What follows belongs to an exercise in optimizing a design on an open flow for small area; a production flow would make more cautious choices.
In this exercise RTL edits were held to simulation tests only and were not proved equivalent to the original.
No activity file was given, so power comes from the tool's default toggle rates.

==> design.v <==
module fp16_approximate_multiplier (
    input  wire [10:0] a,
    input  wire        a_ok,    
    input  wire [10:0] b,
    input  wire        b_ok,
    output wire [10:0] p
);
    wire [4:0] ea = a[9:5], eb = b[9:5];
    wire [11:0] prod;
    mant_mul mm (.a(a[4:0]), .b(b[4:0]), .s(prod));
    wire norm = prod[11];
    wire [5:0] m = norm ? prod[10:5] : prod[9:4];
    wire [5:0] c;
    wire [4:0] u;
    assign c[0] = norm;
    genvar i;
    generate for (i = 0; i < 5; i = i + 1) begin : g_e
        assign u[i] = ea[i] ^ eb[i] ^ c[i];
        assign c[i+1] = (ea[i] & eb[i]) | (c[i] & (ea[i] ^ eb[i]));
    end endgenerate
    wire u5 = ea[4] ^ c[5];
    wire uf = u5 ^ (norm & (u == 5'd0));
    wire za = !a_ok | (ea == 5'b10000);
    wire zb = !b_ok | (eb == 5'b00001);
    wire ia = a_ok & (ea == 5'b01111);
    wire ib = b_ok & (eb == 5'b00000);
    wire zin = za | zb;
    wire iin = ia | ib;
    wire zero = zin | (!iin & uf);
    wire inf = !zin & (iin | (!uf & (u == 5'd31)));
    assign p[10:6] = zero ? 5'd0 : inf ? 5'd31 : u;
    assign p[5:0] = (zero | inf) ? 6'd0 : m;
endmodule
module mant_mul (
    input  wire [4:0] a,
    input  wire [4:0] b,
    output wire [11:0] s
);
    wire t1 = (a[0] & b[2]) ^ (a[1] & b[1]) ^ (a[2] & b[0]);
    wire t2 = ((a[0] & b[2]) & (a[1] & b[1])) | ((a[2] & b[0]) & ((a[0] & b[2]) ^ (a[1] & b[1])));
    wire t3 = (a[0] & b[3]) ^ (a[1] & b[2]) ^ (a[2] & b[1]);
    wire t4 = ((a[0] & b[3]) & (a[1] & b[2])) | ((a[2] & b[1]) & ((a[0] & b[3]) ^ (a[1] & b[2])));
    wire t5 = (a[0] & b[4]) ^ (a[1] & b[3]) ^ (a[2] & b[2]);
    wire t6 = ((a[0] & b[4]) & (a[1] & b[3])) | ((a[2] & b[2]) & ((a[0] & b[4]) ^ (a[1] & b[3])));
    wire t7 = (a[1] & b[4]) ^ (a[2] & b[3]) ^ (a[3] & b[2]);
    wire t8 = ((a[1] & b[4]) & (a[2] & b[3])) | ((a[3] & b[2]) & ((a[1] & b[4]) ^ (a[2] & b[3])));
    wire t9 = (a[4] & b[1]) ^ a[0] ^ b[0];
    wire t10 = ((a[4] & b[1]) & a[0]) | (b[0] & ((a[4] & b[1]) ^ a[0]));
    wire t11 = (a[2] & b[4]) ^ (a[3] & b[3]) ^ (a[4] & b[2]);
    wire t12 = ((a[2] & b[4]) & (a[3] & b[3])) | ((a[4] & b[2]) & ((a[2] & b[4]) ^ (a[3] & b[3])));
    wire t13 = (a[3] & b[4]) ^ (a[4] & b[3]) ^ a[2];
    wire t14 = ((a[3] & b[4]) & (a[4] & b[3])) | (a[2] & ((a[3] & b[4]) ^ (a[4] & b[3])));
    wire t15 = (a[4] & b[4]) ^ a[3] ^ b[3];
    wire t16 = ((a[4] & b[4]) & a[3]) | (b[3] & ((a[4] & b[4]) ^ a[3]));
    wire t17 = t2 ^ t3 ^ (a[3] & b[0]);
    wire t18 = (t2 & t3) | ((a[3] & b[0]) & (t2 ^ t3));
    wire t19 = t4 ^ t5 ^ (a[3] & b[1]);
    wire t20 = (t4 & t5) | ((a[3] & b[1]) & (t4 ^ t5));
    wire t21 = t6 ^ t7 ^ t9;
    wire t22 = (t6 & t7) | (t9 & (t6 ^ t7));
    wire t23 = t8 ^ t10 ^ t11;
    wire t24 = (t8 & t10) | (t11 & (t8 ^ t10));
    wire t25 = t12 ^ t13 ^ b[2];
    wire t26 = (t12 & t13) | (b[2] & (t12 ^ t13));
    wire t27 = t16 ^ a[4] ^ b[4];
    wire t28 = (t16 & a[4]) | (b[4] & (t16 ^ a[4]));
    wire t29 = t18 ^ t19 ^ (a[4] & b[0]);
    wire t30 = (t18 & t19) | ((a[4] & b[0]) & (t18 ^ t19));
    wire t31 = t22 ^ t23 ^ a[1];
    wire t32 = (t22 & t23) | (a[1] & (t22 ^ t23));
    wire t33 = t26 ^ t14 ^ t15;
    wire t34 = (t26 & t14) | (t15 & (t26 ^ t14));
    wire t35 = t30 ^ t20 ^ t21;
    wire t36 = (t30 & t20) | (t21 & (t30 ^ t20));
    wire t37 = t32 ^ t24 ^ t25;
    wire t38 = (t32 & t24) | (t25 & (t32 ^ t24));
    wire t39 = t36 ^ t31 ^ b[1];
    wire t40 = (t36 & t31) | (b[1] & (t36 ^ t31));
    wire [13:0] c;
    assign c[0] = 1'b0;
    assign s[0] = ((a[0] & b[0]) ^ 1'b0 ^ c[0]);
    assign c[1] = ((a[0] & b[0]) & 1'b0) | (c[0] & ((a[0] & b[0]) ^ 1'b0));
    assign s[1] = ((a[0] & b[1]) ^ (a[1] & b[0]) ^ c[1]);
    assign c[2] = ((a[0] & b[1]) & (a[1] & b[0])) | (c[1] & ((a[0] & b[1]) ^ (a[1] & b[0])));
    assign s[2] = (t1 ^ 1'b0 ^ c[2]);
    assign c[3] = (t1 & 1'b0) | (c[2] & (t1 ^ 1'b0));
    assign s[3] = (t17 ^ 1'b0 ^ c[3]);
    assign c[4] = (t17 & 1'b0) | (c[3] & (t17 ^ 1'b0));
    assign s[4] = (t29 ^ 1'b0 ^ c[4]);
    assign c[5] = (t29 & 1'b0) | (c[4] & (t29 ^ 1'b0));
    assign s[5] = (t35 ^ 1'b0 ^ c[5]);
    assign c[6] = (t35 & 1'b0) | (c[5] & (t35 ^ 1'b0));
    assign s[6] = (t39 ^ 1'b0 ^ c[6]);
    assign c[7] = (t39 & 1'b0) | (c[6] & (t39 ^ 1'b0));
    assign s[7] = (t40 ^ t37 ^ c[7]);
    assign c[8] = (t40 & t37) | (c[7] & (t40 ^ t37));
    assign s[8] = (t38 ^ t33 ^ c[8]);
    assign c[9] = (t38 & t33) | (c[8] & (t38 ^ t33));
    assign s[9] = (t34 ^ t27 ^ c[9]);
    assign c[10] = (t34 & t27) | (c[9] & (t34 ^ t27));
    assign s[10] = (t28 ^ 1'b1 ^ c[10]);
    assign c[11] = (t28 & 1'b1) | (c[10] & (t28 ^ 1'b1));
    assign s[11] = (1'b0 ^ 1'b0 ^ c[11]);
    assign c[12] = (1'b0 & 1'b0) | (c[11] & (1'b0 ^ 1'b0));
endmodule
module fp16_approximate_adder (
    input  wire [15:0] x,
    input  wire        sy,
    input  wire [10:0] y,     
    input  wire        clr,
    input  wire        kill,
    input  wire        hold,
    output wire [15:0] r
);
    wire sx = x[15];
    wire [4:0] ex = x[14:10], ey = y[10:6];
    wire [9:0] mx = x[9:0];
    wire [5:0] my = y[5:0];
    genvar i;
    wire [6:0] bc;
    assign bc[0] = 1'b0;
    generate for (i = 0; i < 6; i = i + 1) begin : g_bm
        assign bc[i+1] = (!mx[i+4] & my[i]) | (!mx[i+4] & bc[i]) | (my[i] & bc[i]);
    end endgenerate
    wire bm = bc[6];
    wire [5:0] tb;
    wire [5:0] t;
    assign tb[0] = 1'b0;
    generate for (i = 0; i < 5; i = i + 1) begin : g_t
        assign t[i] = ex[i] ^ ey[i] ^ tb[i];
        assign tb[i+1] = (!ex[i] & ey[i]) | (!(ex[i] ^ ey[i]) & tb[i]);
    end endgenerate
    assign t[5] = tb[5];
    wire tz = t[4:0] == 5'd0;
    wire x_ge = kill | (!clr & !t[5] & (!tz | !bm));
    wire sh4 = !((t[5:2] == 4'b0000) | ((t[5:2] == 4'b1111) & (t[1] | t[0])));
    wire sh1 = !sh4 & t[0];
    wire sh2 = !sh4 & (t[1] ^ (t[0] & t[5]));
    wire xl = x_ge | hold;                 
    wire [4:0] el = xl ? ex : ey;
    wire hx = ex != 5'd0, hy = ey != 5'd0;
    wire [10:0] L = xl ? {1'b1, mx} : {1'b1, my, 4'd0};
    wire [10:0] S = x_ge ? {hy, my, 4'd0} : {hx, mx};
    wire nz = !(clr | kill | hold);
    wire o0 = nz & !sh4 & !sh1 & !sh2, o1 = nz & sh1 & !sh2, o2 = nz & !sh1 & sh2,
         o3 = nz & sh1 & sh2, o4 = nz & sh4;
    wire [14:0] Sx = {4'b0, S};
    wire [10:0] S3;
    generate for (i = 0; i < 11; i = i + 1) begin : g_sh
        assign S3[i] = (o0 & Sx[i]) | (o1 & Sx[i+1]) | (o2 & Sx[i+2]) | (o3 & Sx[i+3]) | (o4 & Sx[i+4]);
    end endgenerate
    wire sub = !hold & (sx ^ sy);
    wire [10:0] B = S3 ^ {11{sub}};
    wire [11:0] cc;
    wire [11:0] sum;
    assign cc[0] = sub;
    generate for (i = 0; i < 11; i = i + 1) begin : g_s
        assign sum[i] = L[i] ^ B[i] ^ cc[i];
        assign cc[i+1] = (L[i] & B[i]) | (cc[i] & (L[i] ^ B[i]));
    end endgenerate
    assign sum[11] = cc[11] & !sub;
    wire up = sum[11], dn = !sum[11] & !sum[10];
    wire kp = !sum[11] & sum[10];
    wire zero = !clr & !hold & (x_ge ? !hx : !hy);
    wire upm = up & !zero & (el != 5'd30);
    wire kpm = kp & !zero & (el != 5'd31);
    wire dnm = dn & !zero & (el != 5'd0);
    wire [11:0] sx0 = {sum[10:0], 1'b0};
    wire [9:0] mr;
    generate for (i = 0; i < 10; i = i + 1) begin : g_n
        assign mr[i] = (upm & sum[i+1]) | (kpm & sum[i]) | (dnm & sx0[i]);
    end endgenerate
    wire [5:0] k;
    wire [4:0] er;
    assign k[0] = up | dn;
    generate for (i = 0; i < 5; i = i + 1) begin : g_e
        assign er[i] = el[i] ^ k[i];
        assign k[i+1] = k[i] & (el[i] ^ dn);
    end endgenerate
    assign r[15] = xl ? sx : sy;
    assign r[14:10] = zero ? 5'd0 : er;
    assign r[9:0] = mr;
endmodule
module fp16_approx_mac_unit (
    input  wire        clk,
    input  wire        rst_n,
    input  wire        enable,
    input  wire        clr_d,
    input  wire        p_ok,    
    input  wire [10:0] a,       
    input  wire        a_ok,    
    input  wire [10:0] w,
    input  wire        w_ok,
    input  wire        a_s,     
    input  wire        a_s_ok,  
    input  wire        w_s,
    input  wire        w_s_ok,
    output reg  [15:0] acc_out
);
    wire [10:0] p;
    reg  [10:0] p_reg;
    fp16_approximate_multiplier mult (.a(a), .a_ok(a_ok), .b(w), .b_ok(w_ok), .p(p));
    always @(posedge clk) begin
        if (enable)
            p_reg <= p;
    end
    wire p_sign = (a_s & a_s_ok) ^ (w_s & w_s_ok);
    wire [15:0] s;
    fp16_approximate_adder adder (.x(acc_out), .sy(p_sign), .y(p_reg), .clr(clr_d & enable), .kill(!p_ok),
                                  .hold(!enable), .r(s));
    always @(posedge clk or negedge rst_n) begin
        if (!rst_n)
            acc_out <= 16'h0000;
        else
            acc_out <= s;
    end
endmodule
module fp16_approx_systolic_array #(
    parameter SIZE = 8,
    parameter APPROX_MULT_BITS = 6,
    parameter APPROX_ALIGN = 4
)(
    input wire clk,
    input wire rst_n,
    input wire enable,
    input wire acc_clear,
    input wire [15:0] a_in_0,
    input wire [15:0] a_in_1,
    input wire [15:0] a_in_2,
    input wire [15:0] a_in_3,
    input wire [15:0] a_in_4,
    input wire [15:0] a_in_5,
    input wire [15:0] a_in_6,
    input wire [15:0] a_in_7,
    input wire [15:0] w_in_0,
    input wire [15:0] w_in_1,
    input wire [15:0] w_in_2,
    input wire [15:0] w_in_3,
    input wire [15:0] w_in_4,
    input wire [15:0] w_in_5,
    input wire [15:0] w_in_6,
    input wire [15:0] w_in_7,
    output wire [15:0] acc_out_00,
    output wire [15:0] acc_out_01,
    output wire [15:0] acc_out_02,
    output wire [15:0] acc_out_03,
    output wire [15:0] acc_out_04,
    output wire [15:0] acc_out_05,
    output wire [15:0] acc_out_06,
    output wire [15:0] acc_out_07,
    output wire [15:0] acc_out_10,
    output wire [15:0] acc_out_11,
    output wire [15:0] acc_out_12,
    output wire [15:0] acc_out_13,
    output wire [15:0] acc_out_14,
    output wire [15:0] acc_out_15,
    output wire [15:0] acc_out_16,
    output wire [15:0] acc_out_17,
    output wire [15:0] acc_out_20,
    output wire [15:0] acc_out_21,
    output wire [15:0] acc_out_22,
    output wire [15:0] acc_out_23,
    output wire [15:0] acc_out_24,
    output wire [15:0] acc_out_25,
    output wire [15:0] acc_out_26,
    output wire [15:0] acc_out_27,
    output wire [15:0] acc_out_30,
    output wire [15:0] acc_out_31,
    output wire [15:0] acc_out_32,
    output wire [15:0] acc_out_33,
    output wire [15:0] acc_out_34,
    output wire [15:0] acc_out_35,
    output wire [15:0] acc_out_36,
    output wire [15:0] acc_out_37,
    output wire [15:0] acc_out_40,
    output wire [15:0] acc_out_41,
    output wire [15:0] acc_out_42,
    output wire [15:0] acc_out_43,
    output wire [15:0] acc_out_44,
    output wire [15:0] acc_out_45,
    output wire [15:0] acc_out_46,
    output wire [15:0] acc_out_47,
    output wire [15:0] acc_out_50,
    output wire [15:0] acc_out_51,
    output wire [15:0] acc_out_52,
    output wire [15:0] acc_out_53,
    output wire [15:0] acc_out_54,
    output wire [15:0] acc_out_55,
    output wire [15:0] acc_out_56,
    output wire [15:0] acc_out_57,
    output wire [15:0] acc_out_60,
    output wire [15:0] acc_out_61,
    output wire [15:0] acc_out_62,
    output wire [15:0] acc_out_63,
    output wire [15:0] acc_out_64,
    output wire [15:0] acc_out_65,
    output wire [15:0] acc_out_66,
    output wire [15:0] acc_out_67,
    output wire [15:0] acc_out_70,
    output wire [15:0] acc_out_71,
    output wire [15:0] acc_out_72,
    output wire [15:0] acc_out_73,
    output wire [15:0] acc_out_74,
    output wire [15:0] acc_out_75,
    output wire [15:0] acc_out_76,
    output wire [15:0] acc_out_77
);
    wire [15:0] a_in [0:7];
    wire [15:0] w_in [0:7];
    wire [15:0] acc  [0:7][0:7];
    assign a_in[0] = a_in_0;
    assign w_in[0] = w_in_0;
    assign a_in[1] = a_in_1;
    assign w_in[1] = w_in_1;
    assign a_in[2] = a_in_2;
    assign w_in[2] = w_in_2;
    assign a_in[3] = a_in_3;
    assign w_in[3] = w_in_3;
    assign a_in[4] = a_in_4;
    assign w_in[4] = w_in_4;
    assign a_in[5] = a_in_5;
    assign w_in[5] = w_in_5;
    assign a_in[6] = a_in_6;
    assign w_in[6] = w_in_6;
    assign a_in[7] = a_in_7;
    assign w_in[7] = w_in_7;
    assign acc_out_00 = acc[0][0];
    assign acc_out_01 = acc[0][1];
    assign acc_out_02 = acc[0][2];
    assign acc_out_03 = acc[0][3];
    assign acc_out_04 = acc[0][4];
    assign acc_out_05 = acc[0][5];
    assign acc_out_06 = acc[0][6];
    assign acc_out_07 = acc[0][7];
    assign acc_out_10 = acc[1][0];
    assign acc_out_11 = acc[1][1];
    assign acc_out_12 = acc[1][2];
    assign acc_out_13 = acc[1][3];
    assign acc_out_14 = acc[1][4];
    assign acc_out_15 = acc[1][5];
    assign acc_out_16 = acc[1][6];
    assign acc_out_17 = acc[1][7];
    assign acc_out_20 = acc[2][0];
    assign acc_out_21 = acc[2][1];
    assign acc_out_22 = acc[2][2];
    assign acc_out_23 = acc[2][3];
    assign acc_out_24 = acc[2][4];
    assign acc_out_25 = acc[2][5];
    assign acc_out_26 = acc[2][6];
    assign acc_out_27 = acc[2][7];
    assign acc_out_30 = acc[3][0];
    assign acc_out_31 = acc[3][1];
    assign acc_out_32 = acc[3][2];
    assign acc_out_33 = acc[3][3];
    assign acc_out_34 = acc[3][4];
    assign acc_out_35 = acc[3][5];
    assign acc_out_36 = acc[3][6];
    assign acc_out_37 = acc[3][7];
    assign acc_out_40 = acc[4][0];
    assign acc_out_41 = acc[4][1];
    assign acc_out_42 = acc[4][2];
    assign acc_out_43 = acc[4][3];
    assign acc_out_44 = acc[4][4];
    assign acc_out_45 = acc[4][5];
    assign acc_out_46 = acc[4][6];
    assign acc_out_47 = acc[4][7];
    assign acc_out_50 = acc[5][0];
    assign acc_out_51 = acc[5][1];
    assign acc_out_52 = acc[5][2];
    assign acc_out_53 = acc[5][3];
    assign acc_out_54 = acc[5][4];
    assign acc_out_55 = acc[5][5];
    assign acc_out_56 = acc[5][6];
    assign acc_out_57 = acc[5][7];
    assign acc_out_60 = acc[6][0];
    assign acc_out_61 = acc[6][1];
    assign acc_out_62 = acc[6][2];
    assign acc_out_63 = acc[6][3];
    assign acc_out_64 = acc[6][4];
    assign acc_out_65 = acc[6][5];
    assign acc_out_66 = acc[6][6];
    assign acc_out_67 = acc[6][7];
    assign acc_out_70 = acc[7][0];
    assign acc_out_71 = acc[7][1];
    assign acc_out_72 = acc[7][2];
    assign acc_out_73 = acc[7][3];
    assign acc_out_74 = acc[7][4];
    assign acc_out_75 = acc[7][5];
    assign acc_out_76 = acc[7][6];
    assign acc_out_77 = acc[7][7];
    reg [10:0] a_dl [0:7][1:8];
    reg [10:0] w_dl [0:7][1:8];
    reg a_s9 [0:7];
    reg w_s9 [0:7];
    integer i, k;
    always @(posedge clk) begin
        if (enable) begin
            for (i = 0; i < 8; i = i + 1) begin
                a_s9[i] <= a_dl[i][8][10];
                w_s9[i] <= w_dl[i][8][10];
                a_dl[i][1] <= {a_in[i][15], a_in[i][14:10] ^ 5'b10000, a_in[i][9:5]};
                w_dl[i][1] <= {w_in[i][15], w_in[i][14:10] + 5'd1, w_in[i][9:5]};
                for (k = 2; k <= 8; k = k + 1) begin
                    a_dl[i][k] <= a_dl[i][k-1];
                    w_dl[i][k] <= w_dl[i][k-1];
                end
            end
        end
    end
    reg [9:1] fill;
    reg clr_d;
    always @(posedge clk or negedge rst_n) begin
        if (!rst_n) begin
            fill <= 9'd0;
            clr_d <= 1'b0;
        end else if (enable) begin
            fill <= {fill[8:1], 1'b1};
            clr_d <= acc_clear;
        end
    end
    wire [9:2] a_s [0:7];
    wire [9:2] w_s [0:7];
    genvar r, c;
    generate
        for (r = 0; r < 8; r = r + 1) begin : gen_sign
            for (c = 2; c <= 8; c = c + 1) begin : gen_stage
                assign a_s[r][c] = a_dl[r][c][10];
                assign w_s[r][c] = w_dl[r][c][10];
            end
            assign a_s[r][9] = a_s9[r];
            assign w_s[r][9] = w_s9[r];
        end
    endgenerate
    generate
        for (r = 0; r < 8; r = r + 1) begin : gen_row
            for (c = 0; c < 8; c = c + 1) begin : gen_col
                fp16_approx_mac_unit pe (
                    .clk(clk), .rst_n(rst_n), .enable(enable), .clr_d(clr_d), .p_ok(fill[1]),
                    .a(a_dl[r][c+1]), .a_ok(fill[c+1]),
                    .w(w_dl[c][r+1]), .w_ok(fill[r+1]),
                    .a_s(a_s[r][c+2]), .a_s_ok(fill[c+2]),
                    .w_s(w_s[c][r+2]), .w_s_ok(fill[r+2]),
                    .acc_out(acc[r][c])
                );
            end
        end
    endgenerate
endmodule
==> flow/run.sh <==
#!/bin/bash
# Own flow: the standard layout (standard.sh), with two changes in synthesis: Yosys's synth
# runs without its generic ABC pass (-noabc), and the final ABC technology mapping uses an
# area-oriented script (flow/area.abc) instead of ORFS's abc_speed/abc_area scripts. Everything
# else (the Yosys passes, the registers, and every layout step) is the standard flow's, except
# for the clock tree synthesis options (cts_args below), the port buffers' cell and buffer trees
# for the high-fanout signal nets, built before repair_design (flow/pre_resize.tcl).
set -euo pipefail
here=$(pwd)
# synth_recipe.tcl with the abc command's -script argument replaced
{
  cat <<TCL
proc abc {args} {
  set i [lsearch -exact \$args -script]
  if {\$i >= 0} { lset args [expr {\$i + 1}] {$here/flow/area.abc} }
  puts "own flow: abc -script [lindex \$args [expr {\$i + 1}]]"
  yosys abc {*}\$args
}
TCL
  head -n 1 synth_recipe.tcl
  # replaces synth_recipe.tcl's synth (its first line) with one that also skips the generic ABC
  # pass inside synth's fine stage, so that extract_fa sees the adders as written
  echo 'proc synth {args} { yosys synth -nofsm -noshare -noabc {*}$args }'
  tail -n +2 synth_recipe.tcl
} > own_synth.tcl
# clock tree: larger sink clusters and no dummy loads (fewer clock buffers)
cts_args="-sink_clustering_enable -repair_clock_nets -dont_use_dummy_load -sink_clustering_size 25 -sink_clustering_max_diameter 120"
bash standard.sh SYNTH_SCRIPT="$here/own_synth.tcl" synth > synth.log 2>&1
# every input and output port still gets its buffer, the smallest one (buf_1)
# before repair_design: buffer trees for the high-fanout nets (flow/pre_resize.tcl)
bash standard.sh SYNTH_SCRIPT="$here/own_synth.tcl" CTS_ARGS="$cts_args" \
  BUFFER_PORTS_ARGS="-buffer_cell sky130_fd_sc_hd__buf_1" PRE_RESIZE_TCL="$here/flow/pre_resize.tcl" \
  finish > layout.log 2>&1
==> flow/area.abc <==
strash
&get -n
&st
&dch
&nf -a -R 1000
&put
==> flow/hf_tree.tcl <==
# Buffer trees for the high-fanout signal nets of the placed design, built before repair_design:
# each net's loads are grouped by a grid over the core (about 16 loads per occupied cell), each
# occupied cell gets a leaf buffer at its loads' centre, and when there are many leaves they are
# grouped again (3 x 3 cells per region) under region buffers. repair_design then only has to
# fix what is left, instead of chaining buffers along the nets.
proc my_fanout {net} {
  set n 0
  foreach it [$net getITerms] { if {[$it isInputSignal]} { incr n } }
  return $n
}

proc my_is_global_gate {inst min_loads} {
  global my_global_gates
  return [info exists my_global_gates([$inst getName])]
}

proc my_tree_net {net leaf_cell mid_cell tag min_loads} {
  set db [ord::get_db]
  set block [ord::get_db_block]
  set loads {}
  set kept 0
  foreach it [$net getITerms] {
    if {![$it isInputSignal]} continue
    if {[my_is_global_gate [$it getInst] $min_loads]} { incr kept; continue }
    lappend loads $it
  }
  set nl [llength $loads]
  set G [expr {max(1, int(round(sqrt($nl / 16.0))))}]
  set G2 3
  set G1 [expr {max(1, int(ceil(double($G) / $G2)))}]
  set G [expr {$G1 * $G2}]
  set core [$block getCoreArea]
  set x0 [$core xMin]; set y0 [$core yMin]; set x1 [$core xMax]; set y1 [$core yMax]
  set dx [expr {double($x1 - $x0) / $G}]; set dy [expr {double($y1 - $y0) / $G}]
  array set cell {}
  foreach it $loads {
    set loc [[$it getInst] getLocation]
    set x [lindex $loc 0]; set y [lindex $loc 1]
    set i [expr {min($G - 1, max(0, int(($x - $x0) / $dx)))}]
    set j [expr {min($G - 1, max(0, int(($y - $y0) / $dy)))}]
    lappend cell($i,$j) [list $it $x $y]
  }
  array set region {}
  set n 0
  foreach key [array names cell] {
    lassign [split $key ,] i j
    set sx 0; set sy 0; set k 0
    foreach e $cell($key) { set sx [expr {$sx + [lindex $e 1]}]; set sy [expr {$sy + [lindex $e 2]}]; incr k }
    set cx [expr {int($sx / $k)}]; set cy [expr {int($sy / $k)}]
    set inst [odb::dbInst_create $block [$db findMaster $leaf_cell] "my_tree_${tag}_l${i}_${j}"]
    set ln [odb::dbNet_create $block "my_tree_${tag}_n${i}_${j}"]
    $ln setSigType SIGNAL
    foreach e $cell($key) {
      set it [lindex $e 0]
      $it disconnect
      $it connect $ln
    }
    [$inst findITerm X] connect $ln
    [$inst findITerm A] connect $net
    $inst setLocation $cx $cy
    $inst setPlacementStatus PLACED
    lappend region([expr {$i / $G2}],[expr {$j / $G2}]) [list $inst $cx $cy]
    incr n
  }
  set m 0
  if {$n > 9} {
    foreach key [array names region] {
      if {[llength $region($key)] < 2} continue
      set sx 0; set sy 0; set k 0
      foreach e $region($key) { set sx [expr {$sx + [lindex $e 1]}]; set sy [expr {$sy + [lindex $e 2]}]; incr k }
      set cx [expr {int($sx / $k)}]; set cy [expr {int($sy / $k)}]
      lassign [split $key ,] i j
      set inst [odb::dbInst_create $block [$db findMaster $mid_cell] "my_tree_${tag}_m${i}_${j}"]
      set mn [odb::dbNet_create $block "my_tree_${tag}_mn${i}_${j}"]
      $mn setSigType SIGNAL
      foreach e $region($key) {
        set li [lindex $e 0]
        [$li findITerm A] disconnect
        [$li findITerm A] connect $mn
      }
      [$inst findITerm X] connect $mn
      [$inst findITerm A] connect $net
      $inst setLocation $cx $cy
      $inst setPlacementStatus PLACED
      incr m
    }
  }
  puts "my_tree: [$net getName]: $nl loads, $n leaf and $m region buffers, $kept global gates kept on the root"
}

proc my_trees {min_loads leaf_cell mid_cell} {
  set block [ord::get_db_block]
  set todo {}
  foreach net [$block getNets] {
    if {[$net getSigType] ne "SIGNAL"} continue
    set n 0
    foreach it [$net getITerms] { if {[$it isInputSignal]} { incr n } }
    if {$n >= $min_loads} { lappend todo $net }
  }
  # cells driving such nets, found before any net is split: kept on the root of their input
  # trees, so that a signal derived from another high-fanout one is not delayed twice
  global my_global_gates
  array unset my_global_gates
  foreach net $todo {
    foreach it [$net getITerms] {
      if {[$it isOutputSignal]} { set my_global_gates([[$it getInst] getName]) 1 }
    }
  }
  set t 0
  foreach net $todo { my_tree_net $net $leaf_cell $mid_cell $t $min_loads; incr t }
}
==> flow/pre_resize.tcl <==
# PRE_RESIZE hook: buffer trees for the high-fanout signal nets (see hf_tree.tcl), built from the
# global placement before repair_design.
source [file join [file dirname [info script]] hf_tree.tcl]
my_trees 40 sky130_fd_sc_hd__buf_4 sky130_fd_sc_hd__buf_8
==> standard.sh <==
#!/bin/bash
# synth_recipe.tcl (not shown) runs the flow's synth.tcl, then flattens the netlist and writes it again
# the make line also repeats each setting of config.mk as NAME=value (left out here)
make -C /OpenROAD-flow-scripts/flow DESIGN_CONFIG=/design/flow/config.mk WORK_HOME=/design/flow/orfs CLKGATE_MAP_FILE= SYNTH_SCRIPT=/design/flow/synth_recipe.tcl "${@:-finish}"
==> config.mk <==
export PLATFORM = sky130hd
export DESIGN_NAME = fp16_approx_systolic_array
export DESIGN_NICKNAME = fp16_approx_systolic_array
export VERILOG_FILES = /design/flow/design.v
export SDC_FILE = /design/flow/constraint.sdc
export NUM_CORES = 8
export LEC_CHECK = 0
export CAP_MARGIN = 10
export CORE_MARGIN = 2
export CORE_UTILIZATION = 70
export GPL_TIMING_DRIVEN = 0
export PLACE_DENSITY = 0.8
export SLEW_MARGIN = 10
==> constraint.sdc <==
create_clock -name core_clock -period 12.0 [get_ports {clk}]
set_input_delay 2.4000 -clock core_clock [delete_from_list [all_inputs] [get_ports {clk}]]
set_output_delay 2.4000 -clock core_clock [all_outputs]
set_load 0.01 [all_outputs]
==> impl_metrics.yaml, run 1 <==
floorplanning:
  dieArea_um2: 352000
  coreArea_um2: 346000
  rows: 216
  die-height_um: 593
  die_w_um: 593
  io_pins: 1284
  initial_utilization_pct: 70.3
power:
  ir_worst_vdd_uv: 277
  power_leakage_nw: 98.0
  pwr-share-seq_pct: 24.8
  internal_power_w: 0.0370
  combinationalPowerShare_pct: 67.3
  p_switching_w: 0.0368
  cellPowerDensity_nw_per_um2: 282
  pwr-share-clk_pct: 8.0
  swShare_pct: 49.8
hold_path:
  hold_class: "reg2reg"
timing:
  layout_setup_ws_ps: 644
  hold_viol: 0
  timing.final.crit_period_ps: 11360
  period_share_pct: 94.6
  rsz0062_at_grt: "false"
  tightest_slew_ps: 1290
  slew_violations: 0
  worst_clock_skew_ps: 65.0
  setup_violations: 0
  fmax_mhz: 88.1
  slew_headroom_pct: 13.1
  finalSetupTns_ps: 0
drt:
  drc_errors: 0
  num_vias: 189000
  routed_wl_um: 741000
  dr.pass1.iters: 14
  antenna_left: 0
  viasPerCell: 6.63
  drt-wirelength-per-cell_um: 26.0
  first_iter_violations: 24600
logic_synthesis:
  yosys.area_share.simple_pct: 15.8
  synth.area.mux_share_pct: 3.57
  synth_nets: 25500
  yosysWarningCount: 10
  synthArstFlopShare_pct: 32.7
  postSynthAreaPerCell_um2: 11.0
  synthDistinctLibCells: 66
  synth_ff_type: "edfxtp_1"
  synth_area_um2: 243000
  synth_edf_count: 2128
  synthAdderAreaFrac_pct: 25.5
  synth-seq-cells: 3162
  ys_seq_area_share_pct: 36.9
  synth-compound-area-share_pct: 10.4
  syn_inst: 22200
  synth_top_family_by_area: "adder cells"
  synth-xor-area-share_pct: 5.16
clock_tree:
  cts_max_path_buffers: 4
  cts_buffers: 152
  path_clk_slew_ps: 100
  cts-resized-gates: 0
  cts_tree: "yes"
  clock_latency_ps: 960
  cts_root_buf: "clkbuf_16"
  htreeDepth: 4
  cts.sinks: 3162
  cts.hold.buffers_added: 0
placed_design:
  dp_hpwl_um: 587000
  dp_slack_ps: -466
  placedCellCount: 28300
  gp_congestion: 0.978
  port_buffers: 1203
setup_path:
  rr_startpoint: "gen_row[5].gen_col[1].pe.acc_out[10]$_DFF_PN0_"
  path_max_fanout: 21
  crit_slowest_cell: "nor3_1"
  r2r_cells: 30
  start_kind: "input port"
  slowest_delay_ps: 930
  crit_top_cell: "fa_1"
  endpoint_kind: "flop"
  cp.required_ps: 12900
  worstPathArrival_ps: 12260
  crit_path_start: "enable"
  critPathKind: "in2reg"
  worstSetupEndpoint: "gen_row[1].gen_col[3].pe.acc_out[1]$_DFF_PN0_"
  rrSetupSlack_ps: 1040
  r2r_end: "gen_row[5].gen_col[1].pe.acc_out[1]$_DFF_PN0_"
grt:
  grt_max_degree: 39
  grt.overflow.total: 0
  grt_use_total_pct: 42.1
  antenna_found_initial: 92
  grt_pass1_vias: 184000
  grt_pass1_wl_um: 1110000
status:
  status: "timing/DRC/antenna clean"
layout:
  nNetsFinal: 27200
  fill_cells: 24000
  largest_register: "gen_row.gen_col.pe.acc_out"
  syn2layout_area_growth_pct: 7.49
  largest_register_ffs: 1024
  drive_gt1_share_pct: 2.81
  finalNonFillerCells: 28600
  final_util_pct: 75.5
run:
  maxCapViolations: 0
==> cell type report <==
cell class / instances / area, um^2 / area share (%)
multi-input combinational: 17300 / 147000 / 56.4
inverter: 1707 / 6410 / 2.45
buffer: 341 / 2780 / 1.06
timing repair buffer: 1249 / 5140 / 1.97
antenna: 79 / 198 / 0.0757
clock buffer: 152 / 3800 / 1.46
tap: 4578 / 5730 / 2.19
sequential: 3162 / 89800 / 34.4
==> cell families after synthesis <==
family                   Yosys count
AO/OA/AOI/OAI                   3679
XOR/XNOR                        1433
adder cells (fa/ha/maj)         3400
buffers and inverters           1707
flip-flops                      3162
multiplexers                     848
AND/OR/NAND/NOR                 7924
==> through the flow <==
stage | power, W | hold WS [ps] | cell area (um^2)
floorplan | 0.0531 | 400 | 243000
global placement | 0.0669 | 401 | 253000
detailed placement | 0.0663 | 405 | 257000
CTS | 0.0724 | 423 | 261000
global route | 0.0794 | 434 | 261000
finish | 0.0738 | 428 | 261000
==> worst max-delay path: cells and delay by family <==
family / cells / cell delay (ps)
AOI/OAI and AO/OA: 2 / 390
adders and majority gates: 11 / 4310
buffers and inverters: 6 / 1210
and+or+nand+nor: 8 / 3850
==> power by group through the flow <==
stage	clock [W]	sequential [W]	combinational [W]
6_report	0.00589	0.0183	0.0496
5_1_grt	0.00621	0.0185	0.0547
2_1_floorplan	0	0.0178	0.0353
3_3_place_gp	0	0.0196	0.0473
4_1_cts	0.00590	0.0181	0.0484
3_5_place_dp	0	0.0183	0.0479
==> placed cells by master, fill, tap and decap left out, drive strengths merged, types with 683 or more instances in the layout <==
master  instances
nor2         2717
fa           2688
edfxtp       2128
clkinv       1707
buf          1589
and2         1581
nand2        1408
dfrtp        1034
xnor2         926
o22ai         844
mux2i         705
a21oi         683
==> Yosys cell counts (all sizes together) (273+ instances only) <==
library cell  instances  area (um^2)
a21oi               683         3420
a222oi              559         5600
and2               1581         9890
clkinv             1707         6410
dfrtp              1034        25900
edfxtp             2128        63900
fa                 2688        53800
ha                  392         4900
maj3                320         3200
mux2i               705         7060
nand2              1408         5290
nand3               329         1650
nand4               349         2180
nor2               2717        10200
nor3                619         3100
o21a                273         2050
o21ai               559         2800
o22ai               844         5280
xnor2               926         8110
xor2                507         4440
==> routing by layer <==
layer | global-route usage (%) | up-vias | wire (um)
li1 | - | 82500 | -
met1 | 52.4 | 93500 | 260000
met2 | 63.4 | 10900 | 332000
met3 | 10.8 | 2277 | 80700
met4 | 32.6 | 50 | 68800
met5 | 0 | - | 320
==> repair_timing <==
item | CTS | global route
buffers inserted | 0 | 2
hold endpoints to repair | 0 | 0
endpoints found under the setup margin | 0 | 9
==> worst min-delay path by stage <==
stage / cells after the start / slack [ps] / end / from
after CTS: 0 / 420 / w_dl[25][10]$_DFFE_PP_ / w_dl[24][10]$_DFFE_PP_
after floorplan: 0 / 400 / a_dl[17][10]$_DFFE_PP_ / a_dl[16][10]$_DFFE_PP_
final: 0 / 430 / w_dl[9][10]$_DFFE_PP_ / w_dl[8][10]$_DFFE_PP_
after global routing: 0 / 430 / w_dl[25][10]$_DFFE_PP_ / w_dl[24][10]$_DFFE_PP_
after detailed placement: 0 / 410 / a_dl[25][10]$_DFFE_PP_ / a_dl[24][10]$_DFFE_PP_
after global placement: 0 / 400 / a_dl[17][10]$_DFFE_PP_ / a_dl[16][10]$_DFFE_PP_
==> inputs of run 2 (changes only) <==
--- a/flow/hf_tree.tcl
+++ b/flow/hf_tree.tcl
@@ -1,3 +1,4 @@
 # Buffer trees for the high-fanout signal nets of the placed design, built before repair_design:
-# each net's loads are grouped by a grid over the core (about 16 loads per occupied cell), each
+# each net's loads are grouped by a grid over the core (about 16 loads per occupied cell, 40 for
+# flip-flop enable and reset pins, which get a tree of their own), each
 # occupied cell gets a leaf buffer at its loads' centre, and when there are many leaves they are
@@ -16,6 +17,14 @@
 
+# Flip-flop enable and asynchronous reset pins: loads with a whole cycle to spare, which share
+# larger, slower leaves.
+proc my_is_slow_load {it} {
+  set m [[$it getInst] getMaster]
+  if {![$m isSequential]} { return 0 }
+  set pin [[$it getMTerm] getName]
+  return [expr {$pin eq "DE" || $pin eq "RESET_B" || $pin eq "SET_B"}]
+}
+
 proc my_tree_net {net leaf_cell mid_cell tag min_loads} {
-  set db [ord::get_db]
-  set block [ord::get_db_block]
-  set loads {}
+  set loads_fast {}
+  set loads_slow {}
   set kept 0
@@ -24,6 +33,14 @@
     if {[my_is_global_gate [$it getInst] $min_loads]} { incr kept; continue }
-    lappend loads $it
+    if {[my_is_slow_load $it]} { lappend loads_slow $it } else { lappend loads_fast $it }
   }
+  if {[llength $loads_fast] > 0} { my_tree_loads $net $loads_fast 16.0 $leaf_cell $mid_cell "${tag}f" }
+  if {[llength $loads_slow] > 0} { my_tree_loads $net $loads_slow 40.0 $leaf_cell $mid_cell "${tag}s" }
+  puts "my_tree: [$net getName]: [llength $loads_fast] fast and [llength $loads_slow] slow loads, $kept global gates kept on the root"
+}
+
+proc my_tree_loads {net loads per_leaf leaf_cell mid_cell tag} {
+  set db [ord::get_db]
+  set block [ord::get_db_block]
   set nl [llength $loads]
-  set G [expr {max(1, int(round(sqrt($nl / 16.0))))}]
+  set G [expr {max(1, int(round(sqrt($nl / $per_leaf))))}]
   set G2 3
@@ -87,3 +104,3 @@
   }
-  puts "my_tree: [$net getName]: $nl loads, $n leaf and $m region buffers, $kept global gates kept on the root"
+  puts "my_tree:   $tag: $nl loads, $n leaf and $m region buffers"
 }
==> run 2 against run 1 <==
Net effect: final area is 0.32% lower; flip-flop and latch count stayed put; via count is 0.38% lower; combinational power hardly changed; critical path depth is 4 higher; clock skew is 11 ps higher; utilization is 0.24 points lower; wire length is 0.25% lower; total power hardly changed; sequential share of layout area is 0.11 points higher; clock-buffer cell count stayed put; synthesized cell count stayed put; critical endpoint is now gen_row[5].gen_col[1].pe.acc_out[1]$_DFF_PN0_; largest power group unchanged.
==> impl_metrics.yaml, run 2 <==
status:
  status: "timing/DRC/antenna clean"
clock_tree:
  cts.sinks: 3162
  cts.hold.buffers_added: 0
  clock_latency_ps: 970
  path_clk_slew_ps: 100
  cts_root_buf: "clkbuf_16"
  cts_max_path_buffers: 4
  htreeDepth: 4
  cts-resized-gates: 0
  post_cts_buffers: 0
  cts_buffers: 152
  cts_tree: "yes"
setup_path:
  cp.required_ps: 12910
  critPathKind: "in2reg"
  endpoint_kind: "flop"
  r2r_cells: 30
  slowest_delay_ps: 1060
  crit_top_cell: "fa_1"
  start_kind: "input port"
  worstPathArrival_ps: 12600
  crit_slowest_cell: "nor2_4"
  path_max_fanout: 22
floorplanning:
  initial_utilization_pct: 70.3
  die-height_um: 593
  coreArea_um2: 346000
  die_w_um: 593
  rows: 216
  dieArea_um2: 352000
  io_pins: 1284
grt:
  grt.overflow.total: 0
  grt_max_degree: 65
  antenna_found_initial: 85
  grt_pass1_wl_um: 1110000
  grt_pass1_vias: 183000
  grt_use_total_pct: 41.9
placed_design:
  placedCellCount: 28200
  dp_slack_ps: -445
  dp_hpwl_um: 583000
  port_buffers: 1203
  gp_congestion: 0.978
layout:
  drive_gt1_share_pct: 2.40
  largest_register_ffs: 1024
  finalNonFillerCells: 28500
  layout_commonest_cell: "fa_1"
  largest_register: "gen_row.gen_col.pe.acc_out"
  fill_cells: 24000
  mostFrequentLayoutCells: "fa_1 (2,688), nor2_1 (2,665), edfxtp_1 (2,128), clkinv_1 (1,704), and2_0 (1,580)"
  nNetsFinal: 27100
  syn2layout_area_growth_pct: 7.14
drt:
  antenna_left: 0
  num_vias: 189000
  drt-wirelength-per-cell_um: 26.0
  first_iter_violations: 25800
  routed_wl_um: 739000
  dr.pass1.iters: 17
  viasPerCell: 6.62
  drc_errors: 0
logic_synthesis:
  synth_common_cells: "nor2_1 (2,717), fa_1 (2,688), edfxtp_1 (2,128), clkinv_1 (1,707), and2_0 (1,581)"
  syn_inst: 22200
  synthArstFlopShare_pct: 32.7
  synth_top_area_cell: "edfxtp_1"
  synth_nets: 25500
  yosysWarningCount: 10
  synth_edf_count: 2128
  synth.most_common_cell: "nor2_1"
  synthDistinctLibCells: 66
  synth_ff_type: "edfxtp_1"
  postSynthAreaPerCell_um2: 11.0
  ys_seq_area_share_pct: 36.9
  synth_area_leaders: "edfxtp_1 (26%), fa_1 (22%), dfrtp_1 (11%), nor2_1 (4.2%), and2_0 (4.1%)"
  yosysTopAreaCellShare_pct: 26.3
  synth-seq-cells: 3162
  synth_area_um2: 243000
power:
  pwr-share-clk_pct: 8.0
  internal_power_w: 0.0370
  finalPower_w: 0.0738
  combinationalPowerShare_pct: 67.3
  pwr-share-seq_pct: 24.7
  swShare_pct: 49.8
  p_switching_w: 0.0368
  ir_worst_vdd_uv: 294
  cellPowerDensity_nw_per_um2: 283
  power_leakage_nw: 97.5
timing:
  worst_clock_skew_ps: 75.9
  fmax_mhz: 85.6
  holdWs_ps: 428
  setup_violations: 0
  slew_violations: 0
  layout_setup_ws_ps: 311
  hold_viol: 0
  slew_headroom_pct: 9.35
  timing.final.crit_period_ps: 11690
  period_share_pct: 97.4
  rsz0062_at_grt: "false"
  tightest_slew_ps: 1350
  finalSetupTns_ps: 0
hold_path:
  holdPathStages: 0
  hold_class: "reg2reg"
run:
  maxCapViolations: 0
-- run 2: final cells by class --
| type | count | area (um^2) | share of cell area, % |
|---|---|---|---|
| Multi-Input combinational cell | 17300 | 147000 | 56.6 |
| Sequential cell | 3162 | 89800 | 34.5 |
| Inverter | 1707 | 6410 | 2.46 |
| Tap cell | 4578 | 5730 | 2.20 |
| Timing Repair Buffer | 1249 | 5130 | 1.97 |
| Clock buffer | 152 | 3800 | 1.46 |
| Buffer | 238 | 1910 | 0.735 |
| Antenna cell | 90 | 225 | 0.0865 |
-- run 2: power by group through the flow --
stage	Combinational, W	Clock (W)	Sequential, W
CTS	0.0484	0.00590	0.0181
detailed placement	0.0479	0	0.0183
global placement	0.0473	0	0.0196
global route	0.0547	0.00620	0.0185
floorplan	0.0353	0	0.0178
finish	0.0496	0.00589	0.0182
-- run 2: path summary, 6_finish.rpt --
check	slack (ps)	end	from
max	310	gen_row[5].gen_col[1].pe.acc_out[1]$_DFF_PN0_	enable
min	430	a_dl[25][10]$_DFFE_PP_	a_dl[24][10]$_DFFE_PP_
max reg2reg	860	gen_row[5].gen_col[1].pe.acc_out[1]$_DFF_PN0_	gen_row[5].gen_col[1].pe.acc_out[10]$_DFF_PN0_
min reg2reg	430	a_dl[25][10]$_DFFE_PP_	a_dl[24][10]$_DFFE_PP_
max in group asynchronous	8630	gen_row[3].gen_col[3].pe.acc_out[1]$_DFF_PN0_	rst_n
min in group asynchronous	1890	fill[5]$_DFFE_PN0P_	rst_n
-- run 2: per-stage QoR --
step           instance area (um^2)  util (%)
2_1_floorplan                243000         -
3_3_place_gp                 253000      73.2
3_5_place_dp                 256000      74.0
4_1_cts                      260000      75.1
5_1_grt                      260000      75.2
6_report                     260000      75.3
-- run 2: cells by family after synthesis --
family                   synth area share, %
AND/OR/NAND/NOR                         15.8
adder cells (fa/ha/maj)                 25.5
flip-flops                              36.9
buffers and inverters                   2.64
XOR/XNOR                                5.16
AO/OA/AOI/OAI                           10.4
multiplexers                            3.57
-- run 2: worst max-delay path, delay by kind of cell --
family | cells | cell delay, ps
adder cells (fa/ha/maj) | 11 | 4350
AND/OR/NAND/NOR | 9 | 3440
buffers and inverters | 8 | 1830
AO/OA/AOI/OAI | 2 | 360
XOR/XNOR | 1 | 140
-- run 2: metal layers --
layer  up-vias  track usage, %  share of wire, %
met4        38            32.4               9.3
met1     92900            52.6                35
met3      2277            10.5                11
met2     10900            62.9                45
li1      82300               -                 -
met5         -          0.0676             0.039
==> inputs of run 3 (changes only) <==
--- a/design.v
+++ b/design.v
@@ -163,6 +163,6 @@
     wire kp = !sum[11] & sum[10];
-    wire zero = !clr & !hold & (x_ge ? !hx : !hy);
+    wire zero = !clr & !hold & (el == 5'd0);
     wire upm = up & !zero & (el != 5'd30);
     wire kpm = kp & !zero & (el != 5'd31);
-    wire dnm = dn & !zero & (el != 5'd0);
+    wire dnm = dn & !zero;    
     wire [11:0] sx0 = {sum[10:0], 1'b0};
==> run 3 against run 2 <==
Net effect: still clean on timing, DRC and antenna; global-route usage is 0.36 points higher; critical path depth is 3 higher; non-clock buffer count fell by 3; flip-flop and latch count unchanged.
==> impl_metrics.yaml, run 3 <==
setup_path:
  slowest_delay_ps: 580
  crit_top_cell: "fa_1"
  cp.required_ps: 12840
  crit_family: "adder cells"
  path_buf_inv: 8
  critPathKind: "in2reg"
  crit_slowest_cell: "buf_2"
  endpoint_kind: "flop"
  worstPathArrival_ps: 12230
  start_kind: "input port"
  path_max_fanout: 26
power:
  internal_power_w: 0.0375
  pwr-share-seq_pct: 24.5
  combinationalPowerShare_pct: 67.6
  cellPowerDensity_nw_per_um2: 288
  power_leakage_nw: 97.6
  swShare_pct: 49.9
  ir_worst_vdd_uv: 290
  pwr-share-clk_pct: 7.9
  p_switching_w: 0.0374
logic_synthesis:
  synth_area_leaders: "edfxtp_1 (26%), fa_1 (22%), dfrtp_1 (11%), nor2_1 (4.2%), and2_0 (4.1%)"
  synth.most_common_cell: "nor2_1"
  synth-seq-cells: 3162
  synth_common_cells: "nor2_1 (2,708), fa_1 (2,688), edfxtp_1 (2,128), nand2_1 (1,732), clkinv_1 (1,603)"
  yosysWarningCount: 10
  synth_ff_type: "edfxtp_1"
  synth_edf_count: 2128
  synth_area_um2: 243000
  synth_top_area_cell: "edfxtp_1"
  ys_seq_area_share_pct: 37.0
  postSynthAreaPerCell_um2: 10.9
  synthDistinctLibCells: 64
  syn_inst: 22200
  synth_nets: 25600
  yosysTopAreaCellShare_pct: 26.3
  synthArstFlopShare_pct: 32.7
timing:
  worst_clock_skew_ps: 68.8
  timing.final.crit_period_ps: 11390
  holdWs_ps: 436
  fmax_mhz: 87.8
  finalSetupTns_ps: 0
  rsz0062_at_grt: "false"
  layout_setup_ws_ps: 609
  slew_headroom_pct: 4.26
  slew_violations: 0
  period_share_pct: 94.9
  hold_viol: 0
  tightest_slew_ps: 1440
  setup_violations: 0
layout:
  syn2layout_area_growth_pct: 7.11
  post-route-cell-area_um2: 260000
  layout_commonest_cell: "fa_1"
  drive_gt1_share_pct: 2.32
  fill_cells: 23800
  final_util_pct: 75.2
  mostFrequentLayoutCells: "fa_1 (2,688), nor2_1 (2,665), edfxtp_1 (2,128), nand2_1 (1,731), clkinv_1 (1,602)"
  largest_register_ffs: 1024
  nNetsFinal: 27200
  largest_register: "gen_row.gen_col.pe.acc_out"
grt:
  grt_util_met3_pct: 11.3
  grt_pass1_vias: 184000
  grt_use_total_pct: 42.3
  grt.overflow.total: 0
  grt_pass1_wl_um: 1120000
  grt_max_degree: 60
  use_met2_pct: 62.2
  top_usage_layer: "met2"
  use_met1_pct: 51.7
  antenna_found_initial: 72
placed_design:
  dp_slack_ps: -818
  dp_hpwl_um: 586000
  port_buffers: 1203
  dpl_cell_area_um2: 256000
  gp_congestion: 0.992
floorplanning:
  io_pins: 1284
  initial_utilization_pct: 70.2
  die_w_um: 593
  coreArea_um2: 346000
  die-height_um: 593
  rows: 216
  dieArea_um2: 351000
hold_path:
  hold_class: "reg2reg"
drt:
  viasPerCell: 6.58
  num_vias: 188000
  dr.pass1.iters: 14
  routed_wl_um: 741000
  antenna_left: 0
  first_iter_violations: 23400
  drc_errors: 0
  drt-wirelength-per-cell_um: 26.0
clock_tree:
  cts.hold.buffers_added: 0
  clock_latency_ps: 950
  cts_tree: "yes"
  cts_buffers: 153
  cts_root_buf: "clkbuf_16"
  cts.sinks: 3162
  htreeDepth: 4
  cts-resized-gates: 0
  cts_max_path_buffers: 4
  path_clk_slew_ps: 110
run:
  maxCapViolations: 0
status:
  status: "timing/DRC/antenna clean"
run 3: layer usage:
layer | wire [um] | up-vias
met2 | 323000 | 10200
met4 | 79900 | 48
met3 | 78600 | 2299
met5 | 392 | -
li1 | - | 82300
met1 | 258000 | 92900
run 3: cell families after synthesis:
kind of cell,after synthesis,share of synthesized area (%)
AOI/OAI and AO/OA,3553,9.95
xor gates and xnor gates,1426,5.15
adders and majority gates,3400,25.5
buffers and inverters,1603,2.48
DFF,3162,37.0
muxes,812,3.42
and+or+nand+nor,8290,16.5
run 3: repair_timing:
action,in CTS,in global routing
setup buffers,0,2
setup endpoints to repair,0,56
endpoints found under the hold margin,0,0
run 3: metrics by stage:
stage | total power, W | instances
6_report | 0.0750 | 28500
5_1_grt | 0.0809 | 28500
4_1_cts | 0.0738 | 28500
3_5_place_dp | 0.0676 | 28300
3_3_place_gp | 0.0685 | 28000
2_1_floorplan | 0.0541 | 22200
run 3: cell type report:
| cell class | instances | area [um^2] | share of cell area (%) |
|---|---|---|---|
| antenna | 63 | 158 | 0.0607 |
| buffer | 238 | 1910 | 0.737 |
| clock buffer | 153 | 3830 | 1.47 |
| inverter | 1603 | 6020 | 2.32 |
| multi-input combinational | 17500 | 147000 | 56.7 |
| sequential | 3162 | 89800 | 34.6 |
| tap | 4578 | 5730 | 2.20 |
| timing repair buffer | 1246 | 5100 | 1.96 |
run 3: worst register-to-register path: cells and delay by family, from the launching register on:
kind                       cells  cell delay (ps)
adders and majority gates     16             6100
and+or+nand+nor                7             1920
AOI/OAI and AO/OA              5             1370
buffers and inverters          3              870
DFF                            1              440
xor gates and xnor gates       1              170
run 3: path summary, 6_finish.rpt:
kind | start | end | slack (ps) | cells past startpoint
worst max-delay path | enable | gen_row[4].gen_col[3].pe.acc_out[14]$_DFF_PN0_ | 610 | 34
worst min-delay path | a_dl[0][10]$_DFFE_PP_ | a_dl[1][10]$_DFFE_PP_ | 440 | 0
worst max register to register | gen_row[0].gen_col[4].pe.acc_out[10]$_DFF_PN0_ | gen_row[0].gen_col[4].pe.acc_out[3]$_DFF_PN0_ | 1060 | 32
worst min register to register | a_dl[0][10]$_DFFE_PP_ | a_dl[1][10]$_DFFE_PP_ | 440 | 0
max in group asynchronous | rst_n | gen_row[5].gen_col[1].pe.acc_out[7]$_DFF_PN0_ | 8750 | 4
min in group asynchronous | rst_n | fill[5]$_DFFE_PN0P_ | 1840 | 2
run 3: power groups by stage:
stage	logic (W)	registers, W	clock network (W)
floorplan	0.0361	0.0180	0
global placement	0.0487	0.0198	0
detailed placement	0.0491	0.0185	0
CTS	0.0496	0.0183	0.00591
global route	0.0560	0.0186	0.00622
finish	0.0507	0.0184	0.00589
==> inputs of run 4 (changes only) <==
--- a/config.mk
+++ b/config.mk
@@ -9,5 +9,5 @@
 export CORE_MARGIN = 2
-export CORE_UTILIZATION = 70
+export CORE_UTILIZATION = 75
 export GPL_TIMING_DRIVEN = 0
-export PLACE_DENSITY = 0.8
+export PLACE_DENSITY = 0.85
 export SLEW_MARGIN = 10
==> run 4 against run 3 <==
Net effect: the layout now fails its checks (antenna violations); final cell count down 0.93%; hold slack worse by 16 ps; via count up 2.7%; flip-flop and latch count unchanged; register-to-register slack about the same; wire length up 1.5%; total power up 0.91%; non-clock buffer count up 9.
==> impl_metrics.yaml, run 4 <==
status:
  status: "complete, but fails checks"
  failed_checks: "antenna violations"
layout:
  seqCellArea_um2: 89800
  mostFrequentLayoutCells: "fa_1 (2,688), nor2_1 (2,668), edfxtp_1 (2,128), nand2_1 (1,731), clkinv_1 (1,602)"
  fill_cells: 19700
  post-route-cell-area_um2: 260000
  finalNonFillerCells: 28300
  layout_commonest_cell: "fa_1"
  nNetsFinal: 27200
  largest_register_ffs: 1024
  syn2layout_area_growth_pct: 6.97
  multi_input_area_um2: 147000
  drive_gt1_share_pct: 2.33
  largest_register: "gen_row.gen_col.pe.acc_out"
placed_design:
  dp_hpwl_um: 592000
  dp_slack_ps: -843
  port_buffers: 1203
  gp_congestion: 1.00
  dpl_cell_area_um2: 255000
  placedCellCount: 28000
clock_tree:
  cts_buffers: 151
  path_clk_slew_ps: 100
  cts.sinks: 3162
  cts_tree: "yes"
  cts.hold.buffers_added: 0
  htreeDepth: 4
  clock_latency_ps: 930
  cts_root_buf: "clkbuf_16"
  cts_max_path_buffers: 4
timing:
  hold_viol: 0
  slew_violations: 0
  layout_setup_ws_ps: 676
  holdWs_ps: 420
  fmax_mhz: 88.3
  tightest_slew_ps: 1320
  timing.final.crit_period_ps: 11320
  worst_clock_skew_ps: 45.7
  period_share_pct: 94.4
  rsz0062_at_grt: "false"
  setup_violations: 0
  slew_headroom_pct: 11.4
setup_path:
  rr_startpoint: "gen_row[2].gen_col[3].pe.acc_out[10]$_DFF_PN0_"
  slowest_delay_ps: 810
  worstPathArrival_ps: 12170
  endpoint_kind: "flop"
  crit_top_cell: "fa_1"
  path_max_fanout: 16
  cp.required_ps: 12840
  start_kind: "input port"
  crit_slowest_cell: "o31ai_1"
  crit_path_start: "enable"
  critPathKind: "in2reg"
drt:
  antenna_left: 1
  dr.pass1.iters: 15
  drt-wirelength-per-cell_um: 26.6
  routed_wl_um: 752000
  drc_errors: 0
  first_iter_violations: 25500
  num_vias: 193000
  viasPerCell: 6.82
logic_synthesis:
  yosysTopAreaCellShare_pct: 26.3
  synth-seq-cells: 3162
  synth_ff_type: "edfxtp_1"
  postSynthAreaPerCell_um2: 10.9
  synth_area_leaders: "edfxtp_1 (26%), fa_1 (22%), dfrtp_1 (11%), nor2_1 (4.2%), and2_0 (4.1%)"
  synth_top_area_cell: "edfxtp_1"
  syn_inst: 22200
  synth.most_common_cell: "nor2_1"
  ys_seq_area_share_pct: 37.0
  synthArstFlopShare_pct: 32.7
  synth_area_um2: 243000
  synth_edf_count: 2128
  synth_nets: 25600
  yosysWarningCount: 10
  synthDistinctLibCells: 64
  synth_common_cells: "nor2_1 (2,708), fa_1 (2,688), edfxtp_1 (2,128), nand2_1 (1,732), clkinv_1 (1,603)"
grt:
  grt_max_degree: 59
  grt_use_total_pct: 45.7
  antenna_found_initial: 94
  grt_pass1_vias: 190000
  grt_pass1_wl_um: 1140000
  grt.overflow.total: 0
floorplanning:
  initial_utilization_pct: 75.5
  die_w_um: 573
  io_pins: 1284
  coreArea_um2: 321000
  rows: 208
  die-height_um: 573
  dieArea_um2: 328000
power:
  ir_worst_vdd_uv: 298
  cellPowerDensity_nw_per_um2: 292
  power_leakage_nw: 97.6
  finalPower_w: 0.0757
hold_path:
  hold_start: "w_dl[24][10]$_DFFE_PP_"
  hold_class: "reg2reg"
run:
  maxCapViolations: 0
-- run 4: report_power, final --
| group | leakage [nW] | switching (W) | internal (W) |
|---|---|---|---|
| logic | 62.0 | 0.0311 | 0.0203 |
| clock network | 1.86 | 0.00358 | 0.00227 |
| registers | 33.7 | 0.00330 | 0.0151 |
-- run 4: cell families (layout without fill, tap and decap cells) --
| kind of cell | after synthesis | in the layout | synth area share [%] |
|---|---|---|---|
| simple gates | 8290 | 8290 | 16.5 |
| flops | 3162 | 3162 | 37.0 |
| buf+inv | 1603 | 3247 | 2.48 |
| fa+ha+maj | 3400 | 3400 | 25.5 |
| other cells | 0 | 64 | 0 |
| xor+xnor | 1426 | 1426 | 5.15 |
| compound gates | 3553 | 3553 | 9.95 |
| mux | 812 | 812 | 3.42 |
-- run 4: final timing paths --
check / end / slack, ps / depth (start not counted)
worst min-delay path: w_dl[25][10]$_DFFE_PP_ / 420 / 0
min in group asynchronous: fill[6]$_DFFE_PN0P_ / 1920 / 2
worst max-delay path: gen_row[2].gen_col[3].pe.acc_out[14]$_DFF_PN0_ / 680 / 31
worst max register to register: gen_row[2].gen_col[3].pe.acc_out[14]$_DFF_PN0_ / 1060 / 34
worst min register to register: w_dl[25][10]$_DFFE_PP_ / 420 / 0
max in group asynchronous: gen_row[3].gen_col[3].pe.acc_out[0]$_DFF_PN0_ / 8720 / 4
-- run 4: final cells by class --
type / count / area share, %
Antenna cell: 64 / 0.0617
Buffer: 243 / 0.752
Clock buffer: 151 / 1.46
Inverter: 1603 / 2.32
Multi-Input combinational cell: 17500 / 56.8
Sequential cell: 3162 / 34.6
Tap cell: 4305 / 2.08
Timing Repair Buffer: 1250 / 1.98
-- run 4: worst max-delay path, delay by kind of cell --
family | cells | cell delay [ps]
adder cells (fa/ha/maj) | 11 | 4170
buffers and inverters | 6 | 1890
AO/OA/AOI/OAI | 7 | 1890
AND/OR/NAND/NOR | 6 | 1510
XOR/XNOR | 1 | 180
-- run 4: stage by stage --
| step | setup TNS (ps) | utilization, % |
|---|---|---|
| 6_report | 0 | 80.7 |
| 5_1_grt | 0 | 80.7 |
| 4_1_cts | 0 | 80.6 |
| 3_5_place_dp | -71250 | 79.5 |
| 3_3_place_gp | - | 78.6 |
| 2_1_floorplan | 0 | - |
-- run 4: layer usage --
layer | global-route usage (%) | vias to the layer above | share of wire [%]
li1 | - | 82300 | -
met5 | 0 | - | 0.055
met3 | 12.1 | 3076 | 12
met4 | 40.1 | 62 | 11
met1 | 55.5 | 94500 | 33
met2 | 68.0 | 12800 | 44
-- run 4: timing repair --
action / in CTS / in global routing
gates resized for setup: 0 / 2
buffers inserted: 0 / 3
setup endpoints to repair: 0 / 22

[re-timing with driven ports]
In the flow no input, the clock included, has a driving cell. The finished layouts below were timed again as built, in two steps. Step 1, drivers: a clkbuf_16 drives clk and a buf_2 each remaining input, both assumed. Step 2 times the ports against the registers' clock, not the clock port: input delays grow and output delays shrink by t, the midpoint of the rising clock arrivals with the driver on. a / b / c = ideal / step 1 / step 2; a / b = the first two.
run | t, ns | setup WS [ns] | hold slack, ns | cell pins on the clock port's net
run 1 | 1.058 | 0.644 / 0.747 / -0.311 | 0.428 / 0.428 / 0.428 | 1
run 2 | 1.059 | 0.311 / 0.405 / -0.654 | 0.428 / 0.428 / 0.428 | 1
run 3 | 1.049 | 0.609 / 0.712 / -0.337 | 0.436 / 0.436 / 0.436 | 1
run 4 | 1.032 | 0.676 / 0.772 / -0.261 | 0.420 / 0.420 / 0.420 | 1
For run 2, which loses most, drivers alone change the setup slack by +0.094 ns; drivers and shift together by -0.965 ns.
